This is an optimization exercise on Yosys and OpenROAD, whose aim is small area, a short achievable clock period and few clock cycles per item, not a production implementation.
The RTL was checked by simulation tests, not by an equivalence proof against the original design.

==> flow/design.v, too long to show whole: its modules and the start of the top module <==
// module Multiply: 16 lines
// module Multiply_booth: 11 lines
// module Mant_mul: 977 lines
// module Emission_rom: 115 lines
// module Transition_nz: 61 lines
// module Transition_rom: 190 lines
// module Viterbi: 286 lines
module Viterbi (clk, reset, in_valid, in_word, in_ready,
                out_valid, out_tag, out_last, error);
  // ...
==> flow/run.sh <==
#!/bin/bash
# synth_recipe.tcl (not shown) runs the flow's synth.tcl, then flattens the netlist and writes it again
# the make line also repeats each setting of config.mk as NAME=value (left out here)
make -C /OpenROAD-flow-scripts/flow DESIGN_CONFIG=/design/flow/config.mk WORK_HOME=/design/flow/orfs CLKGATE_MAP_FILE= SYNTH_SCRIPT=/design/flow/synth_recipe.tcl finish
==> flow/config.mk <==
export PLATFORM = sky130hd
export DESIGN_NAME = Viterbi
export DESIGN_NICKNAME = Viterbi
export VERILOG_FILES = /design/flow/design.v
export SDC_FILE = /design/flow/constraint.sdc
export NUM_CORES = 4
export LEC_CHECK = 0
export CAP_MARGIN = 20
export CORE_MARGIN = 2
export CORE_UTILIZATION = 40
export PLACE_DENSITY = 0.6
export SLEW_MARGIN = 20
export SYNTH_MEMORY_MAX_BITS = 16384
==> flow/constraint.sdc <==
create_clock -name core_clock -period 22.0 [get_ports {clk}]
set_input_delay 4.4000 -clock core_clock [delete_from_list [all_inputs] [get_ports {clk}]]
set_output_delay 4.4000 -clock core_clock [all_outputs]
set_load 0.01 [all_outputs]
==> results by group, run 1 <==
Clocking
  • Post-CTS Setup Bufs: 0
  • Clock latency on the worst-skew pair: 0.66 ns
  • Clk slew on worst S/H paths: 0.06 ns
  • TritonCTS buffer count: 61

Worst hold path
  • Hold depth: 0

Layout
  • Most common cell after layout, fill and taps aside: edfxtp_1
  • Biggest Area Class: multi-input combinational cells
  • Largest registers: eb0: 64 flops, eb1: 64 flops, sa0: 64 flops
  • Register area: 15,600 sq um
  • FILL cells: 10,500
  • Most frequent cells in the layout: 478 x edfxtp_1, 404 x inv_1, 336 x nor2_1

Floorplan
  • Tap Count: 1,476
  • Die area: 113,000 sq um

Timing
  • Clk_skew: 0.0220 ns
  • Fin. max-slew vios: 0
  • Final worst setup slack: 14.34 ns
  • Hold Fails Final Rpt: 0
  • Worst-margin pin slew: 1.31 ns
  • Worst hold slack: 0.420 ns
  • Max Freq: 131 MHz

Worst setup path
  • Worst Path Required: 22.39 ns
  • Delay-heaviest family, CP: adder cells
  • Crit-path cells: o22ai_1 > xor2_1 > fa_1 > inv_1 > fa_1 > fa_1 > fa_1 > fa_1 > ha_1 > nand3_1 > nor3_1 > o2111ai_1 > o211ai_1 > a21oi_1 > o21a_1 > o21ai_0 > xor2_1 > a221oi_1 > nor2_1 > inv_1

Detailed routing
  • Post-route DRC: 0
  • Routed Antenna Nets: 0
  • Routed met2 length: 95.7 mm

Yosys
  • Syn_area_per_cell: 9.43 sq um
  • Simple-gate share of the synthesized area: 16.0%
  • Sequential-to-total area share from yosys stat: 35.4%

Global route
  • M2 GR Usage: 58.6%
  • Largest net degree at the start of global routing: 65
  • Initial antenna violation count: 12
  • M1 GR Usage: 50.4%

Place
  • Buffers on Ports: 18
  • Post-Place Cells: 6,001

Run status
  • Status: timing/DRC/antenna clean
Testbench counts, summed over its fixed seeds: cycles 4,834, words 3,918.
==> inputs of run 2 (changes only) <==
==> flow/flow/run.sh (new file) <==
#!/bin/bash
# The standard ORFS layout (standard.sh, which logs each step under
# orfs/logs/), with the timing repair steps (floorplan, post-CTS, post-route)
# aiming for a setup slack of 16 ns at the design's clock period and
# constraints, instead of 0. The make output goes to flow_make.log.
set -euo pipefail
bash standard.sh SETUP_SLACK_MARGIN=16 finish > flow_make.log 2>&1
==> flow/standard.sh (new file) <==
#!/bin/bash
# synth_recipe.tcl (not shown) runs the flow's synth.tcl, then flattens the netlist and writes it again
# the make line also repeats each setting of config.mk as NAME=value (left out here)
make -C /OpenROAD-flow-scripts/flow DESIGN_CONFIG=/design/flow/config.mk WORK_HOME=/design/flow/orfs CLKGATE_MAP_FILE= SYNTH_SCRIPT=/design/flow/synth_recipe.tcl "${@:-finish}"
removed: flow/run.sh
==> results by group, run 2 <==
Run status
  • Failing Checks: capacitance limit, slew limit
  • Status: finished with violations

Yosys
  • Syn Inst Count: 4,686
  • Sequential-to-total area share from yosys stat: 35.4% (unchanged)
  • Post-synth EDFFs: 478
  • Synthesized cell area: 44,200 sq um
  • Syn_area_per_cell: 9.43 sq um (unchanged)
  • Most common cell in the netlist: edfxtp_1
  • Yosys top cell by area: edfxtp_1
  • Most used DFF post-synth: edfxtp_1
  • Syn_nets: 5,084
  • Most frequent cells after synthesis: 478 x edfxtp_1, 405 x inv_1, 353 x nor2_1
  • Library cells used by synthesis: 96
  • Post-synth top area share: 32.5%
  • Post-synthesis register bit count: 542
  • Top cells by area, synth: edfxtp_1 32%, fa_1 11%, ha_1 3.9%
  • Async S/R FF share, synth: 0%
  • Yosys warns: 4

Layout
  • Share of layout cells above drive strength 1: 14.6%
  • Most frequent cells in the layout: 478 x edfxtp_1, 398 x inv_1, 333 x nor2_1
  • Layout Area Growth over Synthesis: 15.2%
  • Multi-input logic area: 26,900 sq um
  • Nets: 5,127
  • Fin util: 46.7%
  • Layout Cells excl Fill: 6,255
  • Most common cell after layout, fill and taps aside: edfxtp_1
  • Largest registers: eb0: 64 flops, eb1: 64 flops, sa0: 64 flops
  • Register area: 15,700 sq um (+0.23%)
  • N_diodes: 0
  • FILL cells: 10,400 (-1.6%)

Detailed routing
  • Vias per cell: 6.51
  • Final wirelength: 215 mm
  • Wire per inst: 34.4 microns
  • Routed Antenna Nets: 0 (unchanged)
  • DR pass1 iterations: 6
  • Post-route DRC: 0 (unchanged)
  • Number of vias in the routed layout: 40,700
  • Initial DRC count: 5,502

Worst setup path
  • CP Max Fanout: 28
  • Worst flop-to-flop path startpoint: p0_dval[10]
  • RR Endpoint: p0_pet[16]
  • FF-to-FF setup slack: 15.67 ns
  • Setup crit start: p0_dval[10]
  • Startpoint type of the worst setup path: flip-flop
  • Worst Path Required: 22.35 ns (-0.04 ns)
  • Setup crit end: p0_pet[16]
  • Critical path arrival: 6.67 ns
  • Worst setup EP type: flip-flop
  • Register-to-Register Path Depth: 24
  • WS Path Type: flip-flop to flip-flop

Floorplan
  • Core area: 109,000 sq um
  • FP Rows: 121
  • Die X: 336 microns
  • Io pins: 19
  • Die area: 113,000 sq um (unchanged)
  • Starting Density: 40.5%
  • Die H: 336 microns

Clocking
  • TritonCTS buffer count: 59 (-3.3%)
  • TritonCTS clock tree: built
  • Hold buffer count at cts: 0
  • Max clock buf depth: 3
  • H-tree Lvls: 2
  • Clk slew on worst S/H paths: 0.06 ns (about the same)
  • CTS Root Cell: clkbuf_16
  • Clock latency on the worst-skew pair: 0.66 ns (about the same)
  • Clock Sink Count: 542

Global route
  • GRT overflow: 0
  • Largest net degree at the start of global routing: 65 (unchanged)
  • Vias in the first global route: 39,500
  • Initial antenna violation count: 14 (+2)
  • First-pass GRT wire length: 302 mm
  • GRT Overall Usage: 37.5%

Timing
  • Max-slew headroom: -3.02%
  • Setup violations, final: 0
  • Hold Fails Final Rpt: 0 (unchanged)
  • Worst-margin pin slew: 1.54 ns (+0.234 ns)
  • Tcrit/Tclk final: 28.8%
  • Fin. max-slew vios: 19 (+19)
  • RSZ-0062 raised after global routing: true
  • Setup tns final: 0 ns
  • Max Freq: 158 MHz (+21%)
  • Clk_skew: 0.0522 ns (+0.0303 ns)
  • Minimum clock period: 6.33 ns
  • Worst hold slack: 0.418 ns (-0.00238 ns)

Place
  • Routability cong.: 1.12
  • DPL Wire Length: 154 mm
  • Buffers on Ports: 18 (unchanged)
  • Post-Place Cells: 5,992 (-0.15%)

Flow run
  • Max cap viols: 1

Worst hold path
  • Worst min-delay path class: flip-flop to flip-flop
run 2: area by class of cell:
class	count	area share, %
tap	1476	3.63
inverter	417	3.11
multi-input combinational	3387	52.9
clock inverter	27	0.727
timing repair buffer	322	5.76
clock buffer	84	3.14
sequential	542	30.8
run 2: cells by family (layout without fill, tap and decap cells):
group           after synthesis  in the layout  share of synthesized area (%)
xor+xnor                    344            344                           6.82
fa+ha+maj                   388            388                           15.2
flops                       542            542                           35.4
simple gates               1404           1404                           16.0
mux                         149            149                           3.54
compound gates             1102           1102                           16.5
buf+inv                     757            850                           6.58
run 2: through the flow:
step | instance area [sq um] | worst slack [ns]
after floorplan | 44300 | 16.01
after global placement | 46300 | 14.80
after detailed placement | 46300 | 14.68
after CTS | 49900 | 15.85
after global routing | 50900 | 15.46
final | 50900 | 15.67
run 2: critical path, stage by stage, from the launching register on:
cell and delay (ns):
dfxtp_1 0.34, buf_8 0.26, a22oi_2 0.15, xor2_2 0.18, fa_1 0.52, inv_1 0.06, fa_1 0.50, fa_1 0.41
fa_1 0.55, fa_1 0.46, ha_4 0.30, nand3_2 0.08, nor3_2 0.21, o2111ai_1 0.13, o211ai_1 0.31, a21oi_2 0.11
buf_6 0.15, o21a_4 0.21, or2_4 0.24, o21ai_4 0.16, buf_6 0.14, xnor2_4 0.13, nor2_2 0.06, a211oi_2 0.27
a21oi_1 0.10
run 2: how the worst min path moves through the flow:
stage               slack [ns]  startpoint         to  cells past startpoint
floorplan                 0.40     r_a0[0]   p0_a0[0]                      0
finish                    0.42     r_a0[2]   p0_a0[2]                      0
global placement          0.40      r_n[3]    p0_n[3]                      0
detailed placement        0.40     r_a0[2]   p0_a0[2]                      0
global route              0.40   sa0[8][0]  sa0[9][0]                      0
CTS                       0.40   sa0[8][0]  sa0[9][0]                      0
run 2: repair_timing:
| action | in CTS | in global routing |
|---|---|---|
| cloned | 3 | 1 |
| pin swaps | 66 | 69 |
| setup endpoints to repair | 154 | 148 |
| setup buffers | 112 | 33 |
| gates resized for setup | 147 | 127 |
run 2: routing by layer:
layer	share of wire (%)	up-vias	global-route usage (%)
met2	44	2744	57.9
li1	-	17100	-
met4	8.0	12	23.9
met5	0.039	-	0
met1	38	20200	47.7
met3	9.8	735	8.23
==> inputs of run 3 (changes only) <==
==> flow/flow/run.sh (replaced) <==
#!/bin/bash
# The standard ORFS layout (standard.sh, which logs each step under
# orfs/logs/), with the timing repair steps (floorplan, post-CTS, post-route)
# aiming for a setup slack of 15 ns at the design's clock period and
# constraints, instead of 0. The make output goes to flow_make.log.
set -euo pipefail
bash standard.sh SETUP_SLACK_MARGIN=15 finish > flow_make.log 2>&1
==> results by group, run 3 <==
Yosys
  • Post-synth EDFFs: 478 (unchanged)
  • Sequential-to-total area share from yosys stat: 35.4% (unchanged)
  • Post-synth top area share: 32.5% (unchanged)
  • Yosys top cell by area: edfxtp_1
  • Most common cell in the netlist: edfxtp_1
  • Most used DFF post-synth: edfxtp_1
  • Most frequent cells after synthesis: 478 x edfxtp_1, 405 x inv_1, 353 x nor2_1
  • Syn_nets: 5,084 (unchanged)
  • Syn_area_per_cell: 9.43 sq um (unchanged)
  • Top cells by area, synth: edfxtp_1 32%, fa_1 11%, ha_1 3.9%
  • Post-synthesis register bit count: 542 (unchanged)
  • Async S/R FF share, synth: 0% (unchanged)
  • Synthesized cell area: 44,200 sq um (unchanged)
  • Library cells used by synthesis: 96 (unchanged)
  • Syn Inst Count: 4,686 (unchanged)
  • Yosys warns: 4 (unchanged)

Clocking
  • CTS Root Cell: clkbuf_16
  • Max clock buf depth: 3 (unchanged)
  • TritonCTS buffer count: 61 (+3.4%)
  • Clk slew on worst S/H paths: 0.06 ns (about the same)
  • Clock Sink Count: 542 (unchanged)
  • Clock latency on the worst-skew pair: 0.66 ns (about the same)
  • Hold buffer count at cts: 0 (unchanged)
  • H-tree Lvls: 2 (unchanged)
  • TritonCTS clock tree: built

Floorplan
  • Die X: 336 microns (unchanged)
  • FP Rows: 121 (unchanged)
  • Die H: 336 microns (unchanged)
  • Core area: 109,000 sq um (unchanged)
  • Die area: 113,000 sq um (unchanged)
  • Starting Density: 40.5% (unchanged)
  • Io pins: 19 (unchanged)

Timing
  • Final worst setup slack: 15.18 ns (-0.493 ns)
  • Clk_skew: 0.0256 ns (-0.0266 ns)
  • Worst-margin pin slew: 1.34 ns (-0.203 ns)
  • Setup tns final: 0 ns (unchanged)
  • Minimum clock period: 6.82 ns (+0.493 ns)
  • Tcrit/Tclk final: 31.0% (+2.2 points)
  • Max Freq: 147 MHz (-7.2%)
  • Max-slew headroom: 10.4% (+13 points)
  • Fin. max-slew vios: 0 (-19)
  • Hold Fails Final Rpt: 0 (unchanged)
  • Setup violations, final: 0 (unchanged)
  • RSZ-0062 raised after global routing: false

Worst setup path
  • Worst Path Required: 22.40 ns (+0.05 ns)
  • WS Path Type: flip-flop to flip-flop
  • Critical path arrival: 7.22 ns (+0.55 ns)
  • RR Endpoint: p0_bdn[2]
  • FF-to-FF setup slack: 15.18 ns (-0.49 ns)
  • Startpoint type of the worst setup path: flip-flop
  • Worst flop-to-flop path startpoint: p0_xn[14]
  • Worst setup EP type: flip-flop
  • Register-to-Register Path Depth: 20 (-17%)
  • CP Max Fanout: 25 (-11%)

Layout
  • Most common cell after layout, fill and taps aside: edfxtp_1
  • Most frequent cells in the layout: 478 x edfxtp_1, 404 x inv_1, 336 x nor2_1
  • Multi-input logic area: 26,000 sq um (-3.4%)
  • Share of layout cells above drive strength 1: 10.3% (-4.3 points)
  • Nets: 5,028 (-1.9%)
  • Final instance area: 49,000 sq um (-3.8%)
  • Largest registers: eb0: 64 flops, eb1: 64 flops, sa0: 64 flops
  • FILL cells: 10,500 (+1.4%)
  • Layout Area Growth over Synthesis: 10.8%
  • Register area: 15,600 sq um (-0.16%)

Run status
  • Status: timing/DRC/antenna clean

Global route
  • Vias in the first global route: 38,800 (-2.0%)
  • Initial antenna violation count: 13 (-1)
  • GRT Overall Usage: 38.7% (+1.2 points)
  • First-pass GRT wire length: 308 mm (+1.9%)
  • Largest net degree at the start of global routing: 65 (unchanged)
  • GRT overflow: 0 (unchanged)

Detailed routing
  • Number of vias in the routed layout: 40,200 (-1.3%)
  • Initial DRC count: 5,848 (+6.3%)
  • Post-route DRC: 0 (unchanged)
  • Routed Antenna Nets: 0 (unchanged)
  • Wire per inst: 36.0 microns (+4.4%)
  • Final wirelength: 222 mm (+2.9%)
  • DR pass1 iterations: 6 (unchanged)
  • Vias per cell: 6.52 (+0.17%)

Place
  • Buffers on Ports: 18 (unchanged)
  • DPL Wire Length: 164 mm (+6.1%)
  • Placed inst area: 46,400 sq um (+0.21%)
  • Routability cong.: 1.10 (-2.1%)
  • Pre-CTS setup slack: 14.45 ns (-0.232 ns)

Worst hold path
  • Hold depth: 0 (unchanged)
  • Worst min-delay path class: flip-flop to flip-flop
  • Hold path start: r_n[1]
  • Hold endpoint: p0_n[1]

Flow run
  • Max cap viols: 0 (-1)
-- run 3: cell count changes in the layout (fill, tap and decap cells not counted), moves of 13 or more --
cell	before	now
a21oi_1	190	204
buf_4	245	194
buf_6	31	1
clkbuf_1	22	6
fa_1	236	249
fa_2	13	0
o21ai_0	175	194
-- run 3: metal layers --
layer / routed length (microns) / part of all wire (%) / GRT usage, %
met1: 87000 / 39 / 50.4
met2: 96400 / 44 / 59.1
met3: 21000 / 9.5 / 7.38
met4: 17100 / 7.7 / 24.6
met5: 56 / 0.025 / 0
-- run 3: cell families (layout without fill, tap and decap cells) --
family / Yosys count / in the layout / share of synthesized area, %
adder cells (fa/ha/maj): 388 / 388 / 15.2
XOR/XNOR: 344 / 344 / 6.82
other: 0 / 7 / 0
AO/OA/AOI/OAI: 1102 / 1102 / 16.5
multiplexers: 149 / 149 / 3.54
AND/OR/NAND/NOR: 1404 / 1404 / 16.0
buffers and inverters: 757 / 753 / 6.58
flip-flops: 542 / 542 / 35.4
-- run 3: layout make-up --
type	count	share of cell area [%]
well taps	1476	3.77
diodes	7	0.0358
repair buffers	221	3.69
clock buffers	71	3.30
inverters	417	3.21
flip-flops and latches	542	31.9
clock inverters	44	0.978
multi-input cells	3387	53.1
-- run 3: how the worst max path moves through the flow --
stage	start	end	slack (ns)	depth (start not counted)
finish	p0_xn[14]	p0_bdn[2]	15.18	20
global route	p0_xn[13]	p0_pet[20]	14.98	24
CTS	p0_dval[9]	p0_bdn[11]	15.02	21
detailed placement	p0_xn[14]	p0_bdn[17]	14.45	21
global placement	p0_xn[16]	p0_bdn[17]	14.44	23
floorplan	p0_dval[9]	p0_bdn[17]	15.62	23
-- run 3: worst max-delay path, cell delays in order (launching register included) --
cell and delay (ns):
dfxtp_2 0.73, o22ai_1 0.20, xor2_1 0.19, fa_1 0.54
inv_1 0.06, fa_1 0.50, fa_1 0.44, fa_1 0.55
fa_1 0.42, ha_1 0.31, nand3_1 0.09, nor3_1 0.27
o2111ai_1 0.15, o211ai_1 0.21, buf_4 0.16, buf_4 0.11
a21oi_1 0.09, o21bai_1 0.21, xor2_1 0.82, a21oi_1 0.20
a21o_1 0.29
-- run 3: what timing repair did --
item / in CTS / in global routing
cloned: 0 / 0
buffers inserted: 19 / 23
setup endpoints to repair: 99 / 64
resized for setup: 7 / 11
pin swaps: 0 / 2
-- run 3: stage by stage --
step	hold WS (ns)	std cells	utilization (%)
6_report	0.420	6165	44.9
5_1_grt	0.423	6159	44.9
4_1_cts	0.417	6135	44.6
3_5_place_dp	0.405	6001	42.5
3_3_place_gp	0.403	6001	42.5
2_1_floorplan	0.400	4686	-
==> module Viterbi, before the edit <==
module Viterbi (clk, reset, in_valid, in_word, in_ready,
                out_valid, out_tag, out_last, error);
    input clk, reset;
    input in_valid;
    input [7:0] in_word;
    output in_ready;
    output reg out_valid;
    output reg [3:0] out_tag;
    output reg out_last;
    output reg error;
reg hv, sv;
reg [7:0] hw, sw;
reg rdy;                       
wire pop;
assign in_ready = rdy;
wire in_acc = in_valid & rdy;
wire sv_next = sv ? ~pop : (hv & ~pop & in_acc);
always @(posedge clk) begin
    if (!reset) begin
        hv <= 1'b0;
        sv <= 1'b0;
        rdy <= 1'b1;
    end else begin
        rdy <= ~sv_next;
        sv <= sv_next;
        if (sv) begin
            if (pop) hw <= sw;
        end else if (hv) begin
            if (pop) begin
                hv <= in_acc;
                if (in_acc) hw <= in_word;
            end else if (in_acc)
                sw <= in_word;
        end else if (in_acc) begin
            hw <= in_word; hv <= 1'b1;
        end
    end
end
reg [4:0] wcnt;                
reg [1:0] live;                
reg [3:0] b0;                  
localparam [3:0] A1 = 4'd5;   
reg [1:0] pos;                 
reg tok_started;
reg prev_k;
wire is_ff = (hw == 8'hff);
wire is_word = (hw < 8'd95);
wire mode_err = hv & ((is_word & (wcnt == 5'd16)) | (is_ff & (wcnt == 5'd0)) | (~is_ff & ~is_word));
wire mode_init = hv & is_word & (wcnt == 5'd0);
wire mode_norm = hv & is_word & (wcnt != 5'd0) & (wcnt != 5'd16);
wire mode_fin = hv & is_ff & (wcnt != 5'd0);
wire [15:0] slots;
Emission_rom erom (.word(hw[6:0]), .slots(slots));
wire v0 = slots[7], v1 = slots[15];
wire [3:0] a0 = slots[6:3];
wire [2:0] e0 = slots[2:0], e1 = slots[10:8];
wire [3:0] j0 = mode_init ? 4'd0 : b0;
wire nz00, nz01, nz10, nz11;
Transition_nz tz00 (.ji({j0, a0}), .nz(nz00));
Transition_nz tz01 (.ji({A1, a0}), .nz(nz01));
Transition_nz tz10 (.ji({j0, A1}), .nz(nz10));
Transition_nz tz11 (.ji({A1, A1}), .nz(nz11));
wire l0 = mode_init | live[0];
wire l1 = ~mode_init & live[1];
wire [3:0] mask = {(mode_init | mode_norm) & v1 & l1 & nz11,
                   (mode_init | mode_norm) & v1 & l0 & nz10,
                   (mode_init | mode_norm) & v0 & l1 & nz01,
                   (mode_init | mode_norm) & v0 & l0 & nz00};
wire [3:0] thr = mask & (4'hf << pos);
wire [3:0] thr_low = thr & (~thr + 1'b1);
wire any = |thr;
wire more = |(thr ^ thr_low);
wire sel_k = thr_low[2] | thr_low[3];
wire sel_m = thr_low[1] | thr_low[3];
wire [1:0] newlive = {mask[2] | mask[3], mask[0] | mask[1]};
wire sel_kend = sel_k | ~(thr_low[0] & thr[1]);
wire [3:0] sel_j = sel_m ? A1 : j0;
wire [3:0] sel_i = sel_k ? A1 : a0;
wire [2:0] sel_e = sel_k ? e1 : e0;
reg r_v;
reg [1:0] r_op;                
reg r_first, r_kend, r_wend, r_k, r_m;
reg [10:0] r_idx;              
reg [4:0] r_n;                 
reg [3:0] r_a0;                
reg [1:0] r_live;              
reg p0_v;
reg [1:0] p0_op;
reg p0_first, p0_kend, p0_wend, p0_k, p0_m;
reg [43:0] p0_pet;             
reg [30:0] p0_dval;            
reg [35:0] p0_bdn;
reg [22:0] p0_xn;
reg [4:0] p0_n;
reg [3:0] p0_a0;
reg [30:0] d0, d1;             
reg [30:0] acc;                
reg bj, hbp;                   
reg fx;                        
wire [30:0] mval;              
wire mz = (p0_dval == 31'd0);  
wire cmp_gt;
wire s1m = p0_v & (p0_op == 2'd0);        
wire wb_v = fx | (p0_v & ~p0_op[1] & p0_first);
wire wbm = ~fx & s1m;                     
wire [30:0] wbv_nm = fx ? (cmp_gt ? p0_dval : acc) : p0_dval;    
wire [30:0] wb_val = (wbm & ~mz) ? mval : (wbm ? 31'd0 : wbv_nm);
wire wb_bj = fx ? (cmp_gt ? p0_m : bj) : p0_m;
wire wb_k = p0_k;
wire wb_kend = p0_kend;
wire wb_wend = p0_wend;
wire wb_fwd = wb_v & wb_wend;          
wire fwd0 = wb_fwd & ~wb_k;
wire fwd1 = wb_fwd & wb_k;
wire [30:0] d0_fn = fwd0 ? wbv_nm : d0;   
wire [30:0] d1_fn = fwd1 ? wbv_nm : d1;
wire use0 = fwd0 & wbm;
wire use1 = fwd1 & wbm;
reg [1:0] q_cnt;
reg q_rd, q_wr;
reg [3:0] em_idx;
reg [3:0] eb_len [0:1];
reg eb_err [0:1];
wire em_busy = (q_cnt != 2'd0);
wire em_last = em_busy & (em_idx == 4'd0);
wire p0_mk = p0_v & p0_op[1];
wire r_mk = r_v & r_op[1];
wire em_ends = em_busy & (em_idx <= 4'd2);
wire marker_ok = ({1'b0, q_cnt} + {2'b0, p0_mk} + {2'b0, r_mk} - {2'b0, em_ends}) <= 3'd1;
wire bub = p0_v & ~p0_op[1] & ~p0_first;
wire hold_a = bub & r_v;
reg issue, popr, iss_first;
reg [1:0] iss_op;
always @(*) begin
    issue = 1'b0; iss_op = 2'd0; popr = 1'b0;
    iss_first = ~tok_started | (sel_k != prev_k);
    if (hold_a) begin
    end else if (mode_err) begin
        if (marker_ok) begin issue = 1'b1; iss_op = 2'd3; popr = 1'b1; end
    end else if (mode_init | mode_norm) begin
        if (any) begin issue = 1'b1; iss_op = {1'b0, mode_init}; popr = ~more; end
        else popr = 1'b1;
    end else if (mode_fin) begin
        if (marker_ok) begin issue = 1'b1; iss_op = 2'd2; popr = 1'b1; end
    end
end
assign pop = popr;
always @(posedge clk) begin
    if (!reset) begin
        wcnt <= 5'd0;
        pos <= 2'd0;
        tok_started <= 1'b0;
        r_v <= 1'b0;
    end else begin
        if (!hold_a) r_v <= issue;
        if (popr) begin
            pos <= 2'd0;
            tok_started <= 1'b0;
            if (mode_err | mode_fin) wcnt <= 5'd0;
            else wcnt <= wcnt + 5'd1;
        end else if (issue) begin
            pos <= {sel_k, sel_m} + 2'd1;
            tok_started <= 1'b1;
        end
    end
end
always @(posedge clk) begin
    if (issue) begin
        r_op <= iss_op;
        r_first <= iss_first;
        r_kend <= sel_kend;
        r_wend <= ~more;
        r_k <= sel_k;
        r_m <= sel_m;
        r_idx <= {sel_j, sel_i, sel_e};
        r_n <= wcnt;
        r_a0 <= a0;
        r_live <= live;
    end
    if (popr & ~mode_err & ~mode_fin) begin
        live <= newlive;
        b0 <= a0;
    end
    if (~popr & issue) prev_k <= sel_k;
end
wire [43:0] r_pet;
Transition_rom prom (.idx(r_idx), .pet(r_pet));
wire r_fin = (r_op == 2'd2);
wire du_m = bub ? 1'b1 : r_fin ? (r_live[1] & use1) : (r_op == 2'd1) ? 1'b0 : (r_m ? use1 : use0);
wire [30:0] du_rest = bub ? 31'd0 : r_fin ? (r_live[1] ? d1_fn : 31'd0) : (r_op == 2'd1) ? r_pet[30:0]
                    : (r_m ? d1_fn : d0_fn);
wire pu_m = r_live[0] & use0;
wire [30:0] pu_rest = r_live[0] ? d0_fn : 31'd0;
wire [43:0] p0_pet_d = r_fin ? {13'd0, ((pu_m & ~mz) ? mval : (pu_m ? 31'd0 : pu_rest))} : r_pet;
wire [30:0] p0_dval_d = (du_m & ~mz) ? mval : (du_m ? 31'd0 : du_rest);
always @(posedge clk) begin
    if (!reset) p0_v <= 1'b0;
    else p0_v <= ~bub & r_v;
end
always @(posedge clk) begin
    begin
        if (!bub) begin
            p0_op <= r_op;
            p0_first <= r_first;
            p0_kend <= r_kend;
            p0_wend <= r_wend;
            p0_k <= r_k;
            p0_m <= r_m;
            p0_n <= r_n;
            p0_a0 <= r_a0;
            p0_pet <= p0_pet_d;
            p0_bdn <= ~p0_pet_d[35:0];
        end
        p0_dval <= p0_dval_d;
        p0_xn <= ~p0_dval_d[22:0];
    end
end
Multiply_booth mul (.a_enc(p0_pet), .b(p0_dval), .bdn(p0_bdn), .xn(p0_xn), .result(mval));
wire [30:0] cmp_a = p0_dval;
wire [30:0] cmp_b = fx ? acc : p0_pet[30:0];
assign cmp_gt = cmp_a > cmp_b;
wire fin1 = cmp_gt;
wire fin0 = ~cmp_gt & (p0_pet[30:0] != 31'd0);
reg [3:0] sa0 [0:15];
reg [15:0] sb0, sb1;
reg [3:0] eb0 [0:15];
reg [3:0] eb1 [0:15];
wire bp0 = wb_k ? hbp : wb_bj;
wire bp1 = wb_bj;
wire [15:0] fbits = fin1 ? sb1 : sb0;
integer u;
always @(posedge clk) begin
    if (!reset) fx <= 1'b0;
    else fx <= bub;
    if (wb_v) begin
        acc <= wb_val;
        bj <= wb_bj;
        if (wb_kend) begin
            if (wb_k) d1 <= wb_val;
            else begin d0 <= wb_val; hbp <= wb_bj; end
        end
        if (wb_wend) begin
            sa0[0] <= p0_a0;
            for (u = 1; u < 16; u = u + 1) sa0[u] <= sa0[u-1];
            sb0 <= {(bp0 ? sb1[14:0] : sb0[14:0]), 1'b0};
            sb1 <= {(bp1 ? sb1[14:0] : sb0[14:0]), 1'b1};
        end
    end
    if (p0_v && p0_op == 2'd2) begin
        for (u = 0; u < 16; u = u + 1) begin
            if (q_wr) eb1[u] <= (fin1 | fin0) ? (fbits[u] ? A1 : sa0[u]) : 4'd0;
            else eb0[u] <= (fin1 | fin0) ? (fbits[u] ? A1 : sa0[u]) : 4'd0;
        end
    end
end
wire [3:0] ld_len = p0_op[0] ? 4'd0 : (p0_n[3:0] - 4'd1);
always @(posedge clk) begin
    out_valid <= 1'b0;
    out_last <= 1'b0;
    error <= 1'b0;
    if (!reset) begin
        q_cnt <= 2'd0;
        q_rd <= 1'b0;
        q_wr <= 1'b0;
    end else begin
        q_cnt <= q_cnt + {1'b0, p0_mk} - {1'b0, em_last};
        if (p0_mk) begin
            eb_len[q_wr] <= ld_len;
            eb_err[q_wr] <= p0_op[0];
            q_wr <= ~q_wr;
        end
        if (!em_busy || em_last) begin
            if (em_last) q_rd <= ~q_rd;
            if (em_last && q_cnt == 2'd2) em_idx <= eb_len[~q_rd];
            else em_idx <= ld_len;           
        end else
            em_idx <= em_idx - 4'd1;
        if (em_busy) begin
            out_valid <= ~eb_err[q_rd];
            error <= eb_err[q_rd];
            out_tag <= q_rd ? eb1[em_idx] : eb0[em_idx];
            out_last <= em_last;
        end
    end
end
endmodule
==> inputs of run 4 (changes only) <==
--- a/flow/design.v
+++ b/flow/design.v
@@ -1465,2 +1465,3 @@
 reg [3:0] p0_a0;
+reg [1:0] p0_live;            
 reg [30:0] d0, d1;             
@@ -1557,9 +1558,5 @@
 Transition_rom prom (.idx(r_idx), .pet(r_pet));
-wire r_fin = (r_op == 2'd2);
-wire du_m = bub ? 1'b1 : r_fin ? (r_live[1] & use1) : (r_op == 2'd1) ? 1'b0 : (r_m ? use1 : use0);
-wire [30:0] du_rest = bub ? 31'd0 : r_fin ? (r_live[1] ? d1_fn : 31'd0) : (r_op == 2'd1) ? r_pet[30:0]
-                    : (r_m ? d1_fn : d0_fn);
-wire pu_m = r_live[0] & use0;
-wire [30:0] pu_rest = r_live[0] ? d0_fn : 31'd0;
-wire [43:0] p0_pet_d = r_fin ? {13'd0, ((pu_m & ~mz) ? mval : (pu_m ? 31'd0 : pu_rest))} : r_pet;
+wire du_m = bub ? 1'b1 : (r_op != 2'd0) ? 1'b0 : (r_m ? use1 : use0);
+wire [30:0] du_rest = bub ? 31'd0 : (r_op != 2'd0) ? r_pet[30:0] : (r_m ? d1_fn : d0_fn);
+wire [43:0] p0_pet_d = r_pet;
 wire [30:0] p0_dval_d = (du_m & ~mz) ? mval : (du_m ? 31'd0 : du_rest);
@@ -1580,2 +1577,3 @@
             p0_a0 <= r_a0;
+            p0_live <= r_live;
             p0_pet <= p0_pet_d;
@@ -1588,7 +1586,9 @@
 Multiply_booth mul (.a_enc(p0_pet), .b(p0_dval), .bdn(p0_bdn), .xn(p0_xn), .result(mval));
-wire [30:0] cmp_a = p0_dval;
-wire [30:0] cmp_b = fx ? acc : p0_pet[30:0];
+wire [30:0] d0m = p0_live[0] ? d0 : 31'd0;
+wire [30:0] d1m = p0_live[1] ? d1 : 31'd0;
+wire [30:0] cmp_a = fx ? p0_dval : d1m;
+wire [30:0] cmp_b = fx ? acc : d0m;
 assign cmp_gt = cmp_a > cmp_b;
 wire fin1 = cmp_gt;
-wire fin0 = ~cmp_gt & (p0_pet[30:0] != 31'd0);
+wire fin0 = ~cmp_gt & (d0m != 31'd0);
 reg [3:0] sa0 [0:15];
==> flow/run.sh (new file) <==
#!/bin/bash
# synth_recipe.tcl (not shown) runs the flow's synth.tcl, then flattens the netlist and writes it again
# the make line also repeats each setting of config.mk as NAME=value (left out here)
make -C /OpenROAD-flow-scripts/flow DESIGN_CONFIG=/design/flow/config.mk WORK_HOME=/design/flow/orfs CLKGATE_MAP_FILE= SYNTH_SCRIPT=/design/flow/synth_recipe.tcl finish
removed: flow/flow/run.sh
removed: flow/standard.sh
==> results by group, run 4 <==
Run status
  • Status: timing/DRC/antenna clean

Timing
  • Clk_skew: 0.0475 ns (+0.0219 ns)
  • Minimum clock period: 7.47 ns (+0.647 ns)
  • Setup violations, final: 0 (unchanged)
  • Fin. max-slew vios: 0 (unchanged)
  • Final worst setup slack: 14.53 ns (-0.647 ns)
  • RSZ-0062 raised after global routing: false
  • Max-slew headroom: 14.6% (+4.1 points)
  • Setup tns final: 0 ns (unchanged)
  • Tcrit/Tclk final: 33.9% (+2.9 points)
  • Worst-margin pin slew: 1.27 ns (-0.0641 ns)
  • Hold Fails Final Rpt: 0 (unchanged)
  • Max Freq: 134 MHz (-8.7%)

Global route
  • Initial antenna violation count: 7 (-6)
  • M2 GR Usage: 57.8% (-1.3 points)
  • Vias in the first global route: 36,500 (-5.9%)
  • Met3 usage: 6.31% (-1.1 points)
  • M1 GR Usage: 45.6% (-4.8 points)
  • First-pass GRT wire length: 284 mm (-7.7%)
  • Largest net degree at the start of global routing: 82 (+26%)
  • GRT busiest layer: met2
  • GRT overflow: 0 (unchanged)
  • GRT Overall Usage: 36.3% (-2.3 points)

Clocking
  • TritonCTS buffer count: 59 (-3.3%)
  • Clock Sink Count: 544 (+0.37%)
  • Post-CTS Setup Bufs: 0 (-19)
  • H-tree Lvls: 2 (unchanged)
  • Clk slew on worst S/H paths: 0.06 ns (about the same)
  • Max clock buf depth: 3 (unchanged)
  • Clock latency on the worst-skew pair: 0.67 ns (about the same)
  • TritonCTS clock tree: built
  • Hold buffer count at cts: 0 (unchanged)
  • Post-CTS sizing: 0 (-7)
  • CTS Root Cell: clkbuf_16

Yosys
  • Async S/R FF share, synth: 0% (unchanged)
  • Library cells used by synthesis: 101 (+5.2%)
  • Post-synth top area share: 33.6% (+1.1 points)
  • Syn Inst Count: 4,384 (-6.4%)
  • Top cells by area, synth: edfxtp_1 34%, fa_1 12%, ha_1 4.0%
  • Syn_area_per_cell: 9.78 sq um (+3.8%)
  • Sequential-to-total area share from yosys stat: 36.6% (+1.2 points)
  • Syn_nets: 4,782 (-5.9%)
  • Yosys top cell by area: edfxtp_1
  • Post-synth EDFFs: 480 (+0.42%)
  • Most used DFF post-synth: edfxtp_1
  • Synthesized cell area: 42,900 sq um (-2.9%)
  • Yosys warns: 4 (unchanged)
  • Most common cell in the netlist: edfxtp_1
  • Post-synthesis register bit count: 544 (+0.37%)
  • Most frequent cells after synthesis: 480 x edfxtp_1, 353 x inv_1, 299 x nand2_1

Detailed routing
  • Wire per inst: 35.3 microns (-1.7%)
  • Final wirelength: 203 mm (-8.4%)
  • Initial DRC count: 4,783 (-18%)
  • DR pass1 iterations: 6 (unchanged)
  • Number of vias in the routed layout: 37,100 (-7.8%)
  • Routed Antenna Nets: 0 (unchanged)
  • Post-route DRC: 0 (unchanged)
  • Vias per cell: 6.45 (-1.1%)

Worst setup path
  • CP max stage delay: 0.62 ns (-0.20 ns)
  • CP Max Fanout: 25 (unchanged)
  • Worst flop-to-flop path startpoint: p0_xn[15]
  • RR Endpoint: d0[22]
  • Worst Path Required: 22.33 ns (-0.07 ns)
  • Register-to-Register Path Depth: 21 (+5.0%)
  • Crit-path cells: buf_4 > o22ai_1 > xor2_1 > fa_1 > inv_1 > fa_1 > fa_1 > fa_1 > fa_1 > ha_1 > and3_1 > and2_1 > a221o_1 > a221oi_1 > a21oi_1 > o21ai_0 > a21oi_1 > a41oi_1 > a21oi_1 > xnor2_1 > o22ai_1
  • Slowest cell on crit path: a221oi_1
  • Startpoint type of the worst setup path: flip-flop
  • Critical path arrival: 7.80 ns (+0.58 ns)
  • FF-to-FF setup slack: 14.53 ns (-0.65 ns)
  • WS Path Type: flip-flop to flip-flop
  • Worst path bufs/invs: 2 (-1)
  • Worst setup EP type: flip-flop
  • Setup crit start: p0_xn[15]
  • Delay-heaviest family, CP: compound AO/OA/AOI/OAI gates
  • Most frequent CP cell: fa_1

Layout
  • Layout Area Growth over Synthesis: 8.96%
  • Share of layout cells above drive strength 1: 8.66% (-1.7 points)
  • Most common cell after layout, fill and taps aside: edfxtp_1
  • Most frequent cells in the layout: 480 x edfxtp_1, 352 x inv_1, 298 x nand2_1
  • FILL cells: 10,400 (-1.2%)
  • Largest registers: eb0: 64 flops, eb1: 64 flops, sa0: 64 flops
  • Nets: 4,690 (-6.7%)

Place
  • Pre-CTS setup slack: 14.74 ns (+0.290 ns)
  • Routability cong.: 1.08 (-1.8%)
  • Buffers on Ports: 18 (unchanged)
  • DPL Wire Length: 155 mm (-5.2%)

Floorplan
  • Die H: 331 microns (-1.5%)
  • Core area: 107,000 sq um (-2.2%)
  • FP Rows: 120 (-0.83%)
  • Io pins: 19 (unchanged)
  • Die X: 331 microns (-1.5%)
  • Starting Density: 40.2% (-0.30 points)
  • Die area: 110,000 sq um (-2.9%)

Worst hold path
  • Hold path start: p0_a0[3]
  • Hold depth: 0 (unchanged)
  • Worst min-delay path class: flip-flop to flip-flop
  • Hold endpoint: sa0[0][3]

Flow run
  • Max cap viols: 0 (unchanged)
## run 4: changes by cell type after synthesis, sizes merged, moves of 37 or more
cell	before	now
nand2	337	300
inv	412	363
and2	59	22
o21ai	202	117
clkbuf	260	215
nor2	354	285
## run 4: worst max-delay path by stage
stage | end | slack (ns) | cells after the start
floorplan | acc[22] | 15.73 | 21
global placement | acc[22] | 14.81 | 23
detailed placement | acc[22] | 14.74 | 19
CTS | acc[22] | 14.70 | 20
global route | acc[22] | 14.14 | 21
finish | d0[22] | 14.53 | 21
## run 4: area by class of cell
type / instances / area, sq um / area share, %
Multi-Input combinational cell: 3161 / 24700 / 52.9
Timing Repair Buffer: 162 / 1260 / 2.70
Clock buffer: 76 / 1610 / 3.45
Antenna cell: 4 / 10.0 / 0.0214
Tap cell: 1403 / 1760 / 3.76
Inverter: 364 / 1370 / 2.93
Clock inverter: 34 / 288 / 0.616
Sequential cell: 544 / 15700 / 33.6
## run 4: cells by family (layout without fill, tap and decap cells)
kind of cell | count (synthesis) | count (layout) | synth area share (%)
other cells | 0 | 4 | 0
compound gates | 994 | 994 | 15.7
fa+ha+maj | 387 | 387 | 15.6
simple gates | 1320 | 1320 | 15.9
buf+inv | 679 | 636 | 6.29
flops | 544 | 544 | 36.6
xor+xnor | 343 | 343 | 7.00
mux | 117 | 117 | 2.88
## run 4: per-layer routing
metal / wire length, microns / up-vias
met5: 27 / -
met4: 16400 / 4
met3: 15400 / 566
met2: 92100 / 2049
met1: 79200 / 18600
li1: - / 15800
## run 4: per-stage QoR
stage / std cells / area, sq um / hold slack [ns] / utilization (%)
2_1_floorplan: 4384 / 42900 / 0.400 / -
3_3_place_gp: 5632 / 44800 / 0.401 / 42.0
3_5_place_dp: 5633 / 44800 / 0.405 / 42.0
4_1_cts: 5743 / 46700 / 0.418 / 43.8
5_1_grt: 5744 / 46700 / 0.428 / 43.8
6_report: 5748 / 46700 / 0.414 / 43.8
Testbench counts of run 4, summed over its fixed seeds: cycles 4,834, words 3,918.
==> inputs of run 5 (changes only) <==
--- a/flow/config.mk
+++ b/flow/config.mk
@@ -7,3 +7,3 @@
 export LEC_CHECK = 0
-export CAP_MARGIN = 20
+export CAP_MARGIN = 50
 export CORE_MARGIN = 2
@@ -11,3 +11,3 @@
 export PLACE_DENSITY = 0.6
-export SLEW_MARGIN = 20
+export SLEW_MARGIN = 75
 export SYNTH_MEMORY_MAX_BITS = 16384
==> results by group, run 5 <==
Floorplan
  • FP Rows: 120 (unchanged)
  • Die X: 331 microns (unchanged)
  • Core area: 107,000 sq um (unchanged)
  • Starting Density: 40.2% (unchanged)
  • Die area: 110,000 sq um (unchanged)
  • Io pins: 19 (unchanged)
  • Die H: 331 microns (unchanged)

Yosys
  • Post-synthesis register bit count: 544 (unchanged)
  • Synthesized cell area: 42,900 sq um (unchanged)
  • Syn_nets: 4,782 (unchanged)
  • Sequential-to-total area share from yosys stat: 36.6% (unchanged)
  • Most frequent cells after synthesis: 480 x edfxtp_1, 353 x inv_1, 299 x nand2_1
  • Syn_area_per_cell: 9.78 sq um (unchanged)
  • Syn Inst Count: 4,384 (unchanged)
  • Async S/R FF share, synth: 0% (unchanged)
  • Post-synth top area share: 33.6% (unchanged)
  • Most common cell in the netlist: edfxtp_1
  • Most used DFF post-synth: edfxtp_1
  • Post-synth EDFFs: 480 (unchanged)
  • Yosys warns: 4 (unchanged)
  • Library cells used by synthesis: 101 (unchanged)
  • Top cells by area, synth: edfxtp_1 34%, fa_1 12%, ha_1 4.0%
  • Yosys top cell by area: edfxtp_1

Layout
  • Nets: 5,077 (+8.3%)
  • Layout Area Growth over Synthesis: 21.3%
  • Share of layout cells above drive strength 1: 22.9% (+14 points)
  • Largest registers: eb0: 64 flops, eb1: 64 flops, sa0: 64 flops
  • Layout Cells excl Fill: 6,137 (+6.8%)
  • FILL cells: 9,927 (-4.3%)
  • Most frequent cells in the layout: 480 x edfxtp_1, 350 x inv_1, 249 x fa_1
  • Fin util: 48.7% (+5.0 points)
  • Most common cell after layout, fill and taps aside: edfxtp_1

Worst setup path
  • Worst setup EP type: flip-flop
  • CP Max Fanout: 25 (unchanged)
  • Crit-path cells: buf_4 > o22ai_1 > xor2_1 > fa_1 > inv_1 > fa_1 > fa_1 > fa_1 > fa_1 > ha_1 > and3_1 > and2_1 > a221o_1 > a221oi_2 > buf_1 > nand2_1 > a21oi_2 > o21ai_1 > a311oi_2 > xnor2_2 > a21oi_1 > a21oi_1
  • CP max stage delay: 0.54 ns (-0.08 ns)
  • Critical path arrival: 7.39 ns (-0.41 ns)
  • Worst flop-to-flop path startpoint: p0_xn[17]
  • Most frequent CP cell: fa_1
  • Slowest cell on crit path: fa_1
  • Worst path bufs/invs: 3 (+1)
  • Register-to-Register Path Depth: 22 (+4.8%)
  • Setup crit end: acc[8]
  • Worst Path Required: 22.42 ns (+0.09 ns)
  • Critical path depth: 22 (+4.8%)
  • Startpoint type of the worst setup path: flip-flop
  • FF-to-FF setup slack: 15.03 ns (+0.49 ns)
  • WS Path Type: flip-flop to flip-flop
  • Delay-heaviest family, CP: adder cells
  • RR Endpoint: acc[8]
  • Setup crit start: p0_xn[17]

Clocking
  • TritonCTS buffer count: 60 (+1.7%)
  • Post-CTS Setup Bufs: 0 (unchanged)
  • H-tree Lvls: 2 (unchanged)
  • CTS Root Cell: clkbuf_16
  • Post-CTS sizing: 0 (unchanged)
  • Clk slew on worst S/H paths: 0.07 ns (about the same)
  • Clock Sink Count: 544 (unchanged)
  • TritonCTS clock tree: built
  • Hold buffer count at cts: 0 (unchanged)
  • Clock latency on the worst-skew pair: 0.67 ns (about the same)
  • Max clock buf depth: 3 (unchanged)

Detailed routing
  • Wire per inst: 33.6 microns (-5.0%)
  • Number of vias in the routed layout: 38,500 (+3.9%)
  • Post-route DRC: 0 (unchanged)
  • Vias per cell: 6.28 (-2.7%)
  • Final wirelength: 206 mm (+1.4%)
  • Routed Antenna Nets: 0 (unchanged)
  • Initial DRC count: 4,709 (-1.5%)
  • DR pass1 iterations: 8 (+2)

Flow run
  • Max cap viols: 0 (unchanged)

Worst hold path
  • Worst min-delay path class: flip-flop to flip-flop

Place
  • Buffers on Ports: 18 (unchanged)
  • DPL Wire Length: 161 mm (+3.8%)
  • Routability cong.: 1.08 (unchanged)
  • Post-Place Cells: 6,003 (+6.6%)

Timing
  • Clk_skew: 0.0665 ns (+0.0190 ns)
  • Max Freq: 143 MHz (+7.1%)
  • Minimum clock period: 6.97 ns (-0.494 ns)
  • Fin. max-slew vios: 0 (unchanged)
  • Worst-margin pin slew: 0.423 ns (-0.852 ns)
  • Hold Fails Final Rpt: 0 (unchanged)
  • Setup tns final: 0 ns (unchanged)
  • RSZ-0062 raised after global routing: false
  • Tcrit/Tclk final: 31.7% (-2.2 points)
  • Setup violations, final: 0 (unchanged)
  • Max-slew headroom: 71.8% (+57 points)

Global route
  • Largest net degree at the start of global routing: 55 (-33%)
  • GRT Overall Usage: 37.1% (+0.71 points)
  • First-pass GRT wire length: 292 mm (+2.7%)
  • Initial antenna violation count: 8 (+1)
  • GRT overflow: 0 (unchanged)
  • Vias in the first global route: 38,400 (+5.4%)

Run status
  • Status: timing/DRC/antenna clean
run 5: cell counts after synthesis:
No cell type changed its count.
run 5: layout make-up:
cell class / instances / area, sq um / area share (%)
Antenna cell: 3 / 7.51 / 0.0144
Clock buffer: 74 / 1620 / 3.11
Clock inverter: 40 / 504 / 0.969
Inverter: 364 / 1390 / 2.66
Multi-Input combinational cell: 3161 / 27300 / 52.4
Sequential cell: 544 / 15700 / 30.2
Tap cell: 1403 / 1760 / 3.37
Timing Repair Buffer: 548 / 3770 / 7.25
run 5: worst register-to-register path, stage by stage (launching register included):
cell and delay, ns:
dfxtp_1 0.31, buf_4 0.30, o22ai_1 0.17, xor2_1 0.18, fa_1 0.54, inv_1 0.07
fa_1 0.49, fa_1 0.41, fa_1 0.53, fa_1 0.41, ha_1 0.33, and3_1 0.23
and2_1 0.16, a221o_1 0.33, a221oi_2 0.27, buf_1 0.26, nand2_1 0.23, a21oi_2 0.34
o21ai_1 0.19, a311oi_2 0.36, xnor2_2 0.23, a21oi_1 0.13, a21oi_1 0.25
run 5: per-stage QoR:
step	hold WS (ns)	setup WS, ns	instance area, sq um
final	0.417	15.03	52000
after global routing	0.424	14.75	52000
after CTS	0.416	15.15	51500
after detailed placement	0.405	15.25	49400
after global placement	0.401	14.81	44800
after floorplan	0.400	15.73	42900
run 5: how the worst min path moves through the flow:
stage,from,to,cells after the start
3_5_place_dp,r_a0[0],p0_a0[0],0
4_1_cts,r_a0[3],p0_a0[3],0
5_1_grt,p0_a0[2],sa0[0][2],0
6_report,r_a0[3],p0_a0[3],0
2_1_floorplan,r_a0[0],p0_a0[0],0
3_3_place_gp,r_n[1],p0_n[1],0
run 5: cell families (layout without fill, tap and decap cells):
group	count (synthesis)	after routing	share of synthesized area (%)
compound gates	994	994	15.7
xor+xnor	343	343	7.00
fa+ha+maj	387	387	15.6
buf+inv	679	1026	6.29
flops	544	544	36.6
mux	117	117	2.88
other cells	0	3	0
simple gates	1320	1320	15.9
run 5: routing by layer:
layer	GRT usage [%]	share of wire [%]	up-vias
met5	0	0.020	-
met4	23.5	8.3	6
met3	5.97	7.8	564
met2	59.1	45	2115
met1	47.0	39	19200
li1	-	-	16600
==> inputs of run 6 (changes only) <==
==> flow/flow/run.sh (new file) <==
#!/bin/bash
# Own layout flow: the standard ORFS layout (standard.sh), with the timing
# repair steps (after floorplan, CTS and global route) aiming for a larger setup
# slack than 0 at the design's own clock period and constraints. If the
# finished layout comes within 3% of a max-slew or max-capacitance limit, the
# layout is made again with the next, smaller margin. Each attempt's make output
# is in flow_make_m<margin>.log and its ORFS logs and reports under
# orfs_m<margin>/ (the last attempt's stay in orfs/).
set -uo pipefail
MARGINS="16 15"
fits() {
  local r=orfs/reports/sky130hd/Viterbi/base/6_finish.rpt
  [[ -f $r && -f out/final.def ]] || return 1
  awk '
    /finish max_slew_check_slack_limit/ {getline; getline; s=$1}
    /finish max_capacitance_check_slack_limit/ {getline; getline; c=$1}
    END { exit !(s != "" && c != "" && s+0 >= 0.03 && c+0 >= 0.03) }' "$r"
}
last=""
for m in $MARGINS; do
  if [[ -n $last ]]; then
    mv orfs "orfs_m$last"
    rm -f out/final.def
  fi
  last=$m
  if bash standard.sh "SETUP_SLACK_MARGIN=$m" finish > "flow_make_m$m.log" 2>&1 && fits; then
    exit 0
  fi
done
[[ -f out/final.def ]]
==> flow/standard.sh (new file) <==
#!/bin/bash
# synth_recipe.tcl (not shown) runs the flow's synth.tcl, then flattens the netlist and writes it again
# the make line also repeats each setting of config.mk as NAME=value (left out here)
make -C /OpenROAD-flow-scripts/flow DESIGN_CONFIG=/design/flow/config.mk WORK_HOME=/design/flow/orfs CLKGATE_MAP_FILE= SYNTH_SCRIPT=/design/flow/synth_recipe.tcl "${@:-finish}"
--- a/flow/config.mk
+++ b/flow/config.mk
@@ -7,3 +7,3 @@
 export LEC_CHECK = 0
-export CAP_MARGIN = 50
+export CAP_MARGIN = 20
 export CORE_MARGIN = 2
@@ -11,3 +11,3 @@
 export PLACE_DENSITY = 0.6
-export SLEW_MARGIN = 75
+export SLEW_MARGIN = 20
 export SYNTH_MEMORY_MAX_BITS = 16384
removed: flow/run.sh
==> results by group, run 6 <==
Run status
  • Status: timing/DRC/antenna clean

Yosys
  • Post-synth EDFFs: 480 (unchanged)
  • Post-synthesis register bit count: 544 (unchanged)
  • Post-synthesis mux area share: 2.88% (unchanged)
  • Synthesized cell area: 42,900 sq um (unchanged)
  • Largest family of logic cells by synthesized area: simple AND/OR/NAND/NOR gates
  • Post-synth top area share: 33.6% (unchanged)
  • Library cells used by synthesis: 101 (unchanged)
  • Simple-gate share of the synthesized area: 15.9% (unchanged)
  • Syn Inst Count: 4,384 (unchanged)
  • Syn_area_per_cell: 9.78 sq um (unchanged)
  • Top cells by area, synth: edfxtp_1 34%, fa_1 12%, ha_1 4.0%
  • Async S/R FF share, synth: 0% (unchanged)
  • Syn_nets: 4,782 (unchanged)
  • Synth Area in Adders: 15.6% (unchanged)
  • Most frequent cells after synthesis: 480 x edfxtp_1, 353 x inv_1, 299 x nand2_1
  • Post-synthesis xor/xnor area fraction: 7.00% (unchanged)
  • Yosys warns: 4 (unchanged)
  • Yosys top cell by area: edfxtp_1
  • Sequential-to-total area share from yosys stat: 36.6% (unchanged)
  • Post-synthesis compound-gate area fraction: 15.7% (unchanged)
  • Most used DFF post-synth: edfxtp_1
  • Most common cell in the netlist: edfxtp_1

Worst setup path
  • Critical path arrival: 6.56 ns (-0.83 ns)
  • Startpoint type of the worst setup path: flip-flop
  • Worst setup EP type: flip-flop
  • WS Path Type: flip-flop to flip-flop
  • CP Max Fanout: 3 (-88%)
  • Worst Path Required: 22.47 ns (+0.05 ns)

Detailed routing
  • Routed Antenna Nets: 0 (unchanged)
  • Wire per inst: 35.7 microns (+6.4%)
  • Number of vias in the routed layout: 38,400 (-0.23%)
  • Final wirelength: 211 mm (+2.5%)
  • Vias per cell: 6.50 (+3.6%)
  • Post-route DRC: 0 (unchanged)
  • DR pass1 iterations: 7 (-1)
  • Initial DRC count: 4,698 (-0.23%)

Global route
  • Largest net degree at the start of global routing: 69 (+25%)
  • Initial antenna violation count: 12 (+4)
  • GRT overflow: 0 (unchanged)
  • GRT Overall Usage: 37.7% (+0.60 points)
  • Vias in the first global route: 37,700 (-1.8%)
  • First-pass GRT wire length: 294 mm (+1.0%)

Timing
  • RSZ-0062 raised after global routing: true
  • Tcrit/Tclk final: 27.7% (-4.0 points)
  • Minimum clock period: 6.09 ns (-0.882 ns)
  • Setup violations, final: 0 (unchanged)
  • Hold Fails Final Rpt: 0 (unchanged)
  • Setup tns final: 0 ns (unchanged)
  • Max Freq: 164 MHz (+14%)
  • Worst-margin pin slew: 1.32 ns (+0.894 ns)
  • Max-slew headroom: 11.3% (-61 points)
  • Fin. max-slew vios: 0 (unchanged)
  • Clk_skew: 0.0753 ns (+0.00878 ns)
  • Worst hold slack: 0.398 ns (-0.0191 ns)

Floorplan
  • Starting Density: 40.2% (unchanged)
  • Die H: 331 microns (unchanged)
  • FP Rows: 120 (unchanged)
  • Die area: 110,000 sq um (unchanged)
  • Die X: 331 microns (unchanged)
  • Io pins: 19 (unchanged)
  • Core area: 107,000 sq um (unchanged)

Layout
  • Final instance area: 49,500 sq um (-4.9%)
  • Most common cell after layout, fill and taps aside: edfxtp_1
  • Layout Area Growth over Synthesis: 15.4%
  • Share of layout cells above drive strength 1: 14.9% (-8.0 points)
  • Most frequent cells in the layout: 480 x edfxtp_1, 347 x inv_1, 296 x nand2_1
  • FILL cells: 10,000 (+0.80%)
  • Layout Cells excl Fill: 5,912 (-3.7%)
  • Nets: 4,855 (-4.4%)
  • Largest registers: eb0: 64 flops, eb1: 64 flops, sa0: 64 flops

Clocking
  • TritonCTS buffer count: 59 (-1.7%)
  • Clock latency on the worst-skew pair: 0.69 ns (+0.02 ns)
  • Clock Sink Count: 544 (unchanged)
  • TritonCTS clock tree: built
  • Max clock buf depth: 3 (unchanged)
  • Clk slew on worst S/H paths: 0.07 ns (about the same)
  • CTS Root Cell: clkbuf_16
  • H-tree Lvls: 2 (unchanged)

Flow run
  • Max cap viols: 0 (unchanged)

Place
  • Placed inst area: 44,800 sq um (-9.2%)
  • Routability cong.: 1.06 (-1.8%)
  • Post-Place Cells: 5,639 (-6.1%)
  • DPL Wire Length: 155 mm (-3.7%)
  • Buffers on Ports: 18 (unchanged)

Worst hold path
  • Worst min-delay path class: flip-flop to flip-flop
[run 6: cell count changes in the layout (fill, tap and decap cells not counted), sizes merged, moves of 4 or more]
| cell | previous run | this run |
|---|---|---|
| buf | 494 | 304 |
| clkbuf | 82 | 67 |
| clkdlybuf4s18 | 12 | 0 |
| clkdlybuf4s15 | 9 | 0 |
| bufbuf | 0 | 5 |
| clkdlybuf4s50 | 22 | 18 |
[run 6: worst max-delay path: stages, from the launching register on]
cell	delay (ns)
edfxtp_1	0.40
buf_4	0.16
o22ai_2	0.14
xnor2_1	0.16
fa_1	0.45
inv_2	0.10
fa_2	0.44
fa_2	0.35
fa_1	0.53
fa_1	0.46
ha_4	0.28
and3_4	0.16
and2_4	0.15
a221o_1	0.35
a221oi_4	0.29
buf_6	0.16
nand2_2	0.10
a21boi_2	0.19
o21bai_1	0.16
xor2_2	0.30
nand2_1	0.17
mux2i_1	0.34
[run 6: path summary, 6_finish.rpt]
check	startpoint	to	slack, ns	cells past startpoint
setup / recovery	p0_bdn[7]	acc[6]	15.91	21
setup reg to reg	p0_bdn[7]	acc[6]	15.91	21
hold reg to reg	p0_a0[0]	sa0[0][0]	0.40	0
hold / removal	p0_a0[0]	sa0[0][0]	0.40	0
[run 6: stage by stage]
| step | setup slack (ns) | util, % |
|---|---|---|
| finish | 15.91 | 46.4 |
| global placement | 14.99 | 42.0 |
| detailed placement | 14.93 | 42.0 |
| global route | 15.78 | 46.4 |
| floorplan | 16.02 | - |
| CTS | 16.00 | 45.7 |
[run 6: cell type report]
type / instances / area [sq um] / area share [%]
multi-input cells: 3161 / 25600 / 51.6
flip-flops and latches: 544 / 15700 / 31.8
repair buffers: 327 / 3040 / 6.15
well taps: 1403 / 1760 / 3.55
clock buffers: 67 / 1510 / 3.04
inverters: 364 / 1380 / 2.78
clock inverters: 43 / 551 / 1.11
diodes: 3 / 7.51 / 0.0152
[run 6: routing by layer]
metal	track usage [%]	wire, microns
met5	0	40
met2	58.9	93900
met1	47.6	80900
met3	6.00	17100
met4	26.8	19100
[run 6: repair_timing]
item	in CTS	in global routing
setup buffers	114	38
resized for setup	130	82
pin swaps	47	35
setup endpoints to repair	124	139
hold buffers	0	0
gates cloned	5	1
[run 6: cells by family (layout without fill, tap and decap cells)]
kind of cell    count (synthesis)  count (layout)
xor+xnor                      343             343
other cells                     0               3
compound gates                994             994
flops                         544             544
fa+ha+maj                     387             387
simple gates                 1320            1320
mux                           117             117
buf+inv                       679             801
==> inputs of run 7 (changes only) <==
--- a/flow/config.mk
+++ b/flow/config.mk
@@ -7,3 +7,3 @@
 export LEC_CHECK = 0
-export CAP_MARGIN = 20
+export CAP_MARGIN = 50
 export CORE_MARGIN = 2
@@ -11,3 +11,3 @@
 export PLACE_DENSITY = 0.6
-export SLEW_MARGIN = 20
+export SLEW_MARGIN = 75
 export SYNTH_MEMORY_MAX_BITS = 16384
==> results by group, run 7 <==
Floorplan
  • FP Rows: 120 (unchanged)
  • Io pins: 19 (unchanged)
  • Die area: 110,000 sq um (unchanged)
  • Core area: 107,000 sq um (unchanged)
  • Die H: 331 microns (unchanged)
  • Die X: 331 microns (unchanged)
  • Starting Density: 40.2% (unchanged)

Worst setup path
  • Startpoint type of the worst setup path: flip-flop
  • CP Max Fanout: 10 (+7)
  • Worst setup EP type: flip-flop
  • Critical path arrival: 6.67 ns (+0.11 ns)
  • WS Path Type: flip-flop to flip-flop
  • Worst Path Required: 22.41 ns (-0.06 ns)

Detailed routing
  • Final wirelength: 209 mm (-0.76%)
  • Number of vias in the routed layout: 39,200 (+1.9%)
  • Routed Antenna Nets: 0 (unchanged)
  • DR pass1 iterations: 6 (-1)
  • Vias per cell: 6.35 (-2.4%)
  • Initial DRC count: 4,637 (-1.3%)
  • Post-route DRC: 0 (unchanged)
  • Wire per inst: 33.9 microns (-4.9%)

Yosys
  • Library cells used by synthesis: 101 (unchanged)
  • Yosys warns: 4 (unchanged)
  • Top cells by area, synth: edfxtp_1 34%, fa_1 12%, ha_1 4.0%
  • Post-synthesis register bit count: 544 (unchanged)
  • Most used DFF post-synth: edfxtp_1
  • Synthesized cell area: 42,900 sq um (unchanged)
  • Syn_nets: 4,782 (unchanged)
  • Most common cell in the netlist: edfxtp_1
  • Syn Inst Count: 4,384 (unchanged)
  • Sequential-to-total area share from yosys stat: 36.6% (unchanged)
  • Post-synth top area share: 33.6% (unchanged)
  • Syn_area_per_cell: 9.78 sq um (unchanged)
  • Post-synth EDFFs: 480 (unchanged)
  • Yosys top cell by area: edfxtp_1
  • Async S/R FF share, synth: 0% (unchanged)
  • Most frequent cells after synthesis: 480 x edfxtp_1, 353 x inv_1, 299 x nand2_1

Timing
  • Max-slew headroom: 72.4% (+61 points)
  • Worst-margin pin slew: 0.409 ns (-0.907 ns)
  • Hold Fails Final Rpt: 0 (unchanged)
  • RSZ-0062 raised after global routing: true
  • Setup violations, final: 0 (unchanged)
  • Tcrit/Tclk final: 28.4% (+0.75 points)
  • Fin. max-slew vios: 0 (unchanged)
  • Setup tns final: 0 ns (unchanged)
  • Clk_skew: 0.0802 ns (+0.00486 ns)
  • Max Freq: 160 MHz (-2.6%)
  • Minimum clock period: 6.25 ns (+0.165 ns)

Global route
  • Largest net degree at the start of global routing: 55 (-20%)
  • GRT Overall Usage: 37.4% (-0.28 points)
  • Initial antenna violation count: 9 (-3)
  • Vias in the first global route: 38,900 (+3.1%)
  • First-pass GRT wire length: 294 mm (-0.17%)
  • GRT overflow: 0 (unchanged)

Layout
  • Nets: 5,109 (+5.2%)
  • Layout Area Growth over Synthesis: 24.5%
  • Share of layout cells above drive strength 1: 26.7% (+12 points)
  • Largest registers: eb0: 64 flops, eb1: 64 flops, sa0: 64 flops
  • Final instance area: 53,400 sq um (+7.8%)
  • Most frequent cells in the layout: 480 x edfxtp_1, 345 x inv_1, 246 x nand2_1
  • Most common cell after layout, fill and taps aside: edfxtp_1

Place
  • Buffers on Ports: 18 (unchanged)
  • DPL Wire Length: 161 mm (+4.1%)
  • Routability cong.: 1.06 (unchanged)
  • Placed inst area: 49,300 sq um (+9.9%)

Clocking
  • TritonCTS buffer count: 60 (+1.7%)
  • Clk slew on worst S/H paths: 0.06 ns (about the same)
  • H-tree Lvls: 2 (unchanged)
  • Clock Sink Count: 544 (unchanged)
  • TritonCTS clock tree: built
  • Hold buffer count at cts: 0 (unchanged)
  • Max clock buf depth: 3 (unchanged)
  • Clock latency on the worst-skew pair: 0.69 ns (about the same)
  • CTS Root Cell: clkbuf_16

Run status
  • Status: timing/DRC/antenna clean

Worst hold path
  • Worst min-delay path class: flip-flop to flip-flop

Flow run
  • Max cap viols: 0 (unchanged)
==> run 7: cell counts after synthesis <==
No cell type changed its count.
==> run 7: per-stage QoR <==
stage	worst slack (ns)	utilization [%]	hold slack (ns)	instances
CTS	15.98	49.1	0.411	6140
global placement	14.99	42.0	0.402	5638
floorplan	16.02	-	0.400	4384
detailed placement	15.22	46.2	0.405	5981
global route	15.63	50.0	0.426	6164
finish	15.75	50.0	0.402	6171
==> run 7: final timing paths <==
check	from	to	slack [ns]	cells after the start
min	p0_a0[0]	sa0[0][0]	0.40	0
max	p0_bdn[4]	d1[15]	15.75	23
max reg2reg	p0_bdn[4]	d1[15]	15.75	23
min reg2reg	p0_a0[0]	sa0[0][0]	0.40	0
==> run 7: cell type report <==
| type | count | area [sq um] |
|---|---|---|
| fillers | 9691 | 53400 |
| multi-input cells | 3161 | 28100 |
| flip-flops and latches | 544 | 15700 |
| repair buffers | 580 | 4440 |
| well taps | 1403 | 1760 |
| clock buffers | 69 | 1540 |
| inverters | 364 | 1390 |
| clock inverters | 43 | 475 |
| diodes | 7 | 17.5 |
==> run 7: worst max-delay path: stages, from the launching register on <==
cell,delay (ns)
edfxtp_1,0.49
buf_6,0.20
o22ai_2,0.18
xnor2_1,0.16
ha_1,0.30
fa_1,0.47
fa_1,0.40
fa_1,0.53
fa_1,0.42
ha_1,0.33
a21o_1,0.20
a21o_1,0.17
a221o_1,0.38
a221oi_4,0.30
buf_6,0.16
a21oi_4,0.07
o21ai_4,0.23
a21oi_4,0.09
buf_12,0.14
buf_4,0.13
a21oi_4,0.17
nor2b_2,0.07
o31ai_4,0.25
o22ai_2,0.13
==> run 7: cell families after synthesis <==
family | share of synthesized area, %
flops | 36.6
fa+ha+maj | 15.6
compound gates | 15.7
xor+xnor | 7.00
mux | 2.88
buf+inv | 6.29
simple gates | 15.9
==> run 7: layer usage <==
layer | global-route usage (%) | wire, microns
met4 | 25.8 | 18600
met1 | 46.8 | 80700
met2 | 59.6 | 94400
met5 | 0 | 42
met3 | 5.80 | 15700
==> run 7: repair_timing <==
| action | 4_1_cts | 5_1_grt |
|---|---|---|
| setup buffers | 47 | 15 |
| gates cloned | 0 | 2 |
| pin swaps | 76 | 37 |
| endpoints found under the hold margin | 0 | 0 |
| endpoints found under the setup margin | 94 | 87 |
| resized for setup | 169 | 75 |

[separate check: timing with driven ports]
No port has a modelled driver above. Below, the same layouts with a new extraction and two added sets of constraints.
Step 1 sets driving cells, clkbuf_16 on the clock port and buf_2 on the other inputs (assumed; they add their load-dependent delay and slew).
Step 2 times the ports against the registers' clock, not the clock port: input delays grow and output delays shrink by t, the midpoint of the rising clock arrivals with the driver on.
a / b / c = ideal / step 1 / step 2; a / b = the first two.
| run | shift t [ns] | setup slack, ns | latest minus earliest clock arrival (ns) | slew at the worst register clock pin (ns) | worst data-port slew with drivers (ns) |
|---|---|---|---|---|---|
| run 1 | 0.718 | 14.340 / 14.340 / 14.340 | 0.024 / 0.025 | 0.07 / 0.07 | 0.04 |
| run 2 | 0.704 | 15.674 / 15.674 / 15.674 | 0.052 / 0.052 | 0.06 / 0.06 | 0.05 |
| run 3 | 0.723 | 15.181 / 15.181 / 15.181 | 0.027 / 0.026 | 0.07 / 0.07 | 0.04 |
| run 4 | 0.711 | 14.534 / 14.534 / 14.534 | 0.047 / 0.048 | 0.07 / 0.07 | 0.05 |
| run 5 | 0.701 | 15.028 / 15.028 / 15.028 | 0.067 / 0.067 | 0.07 / 0.07 | 0.05 |
| run 6 | 0.716 | 15.910 / 15.910 / 15.474 | 0.076 / 0.076 | 0.07 / 0.07 | 0.04 |
| run 7 | 0.718 | 15.745 / 15.745 / 15.738 | 0.080 / 0.080 | 0.07 / 0.07 | 0.04 |
For run 6, which loses most, drivers alone change the setup slack by 0.000 ns; drivers and shift together by -0.436 ns.
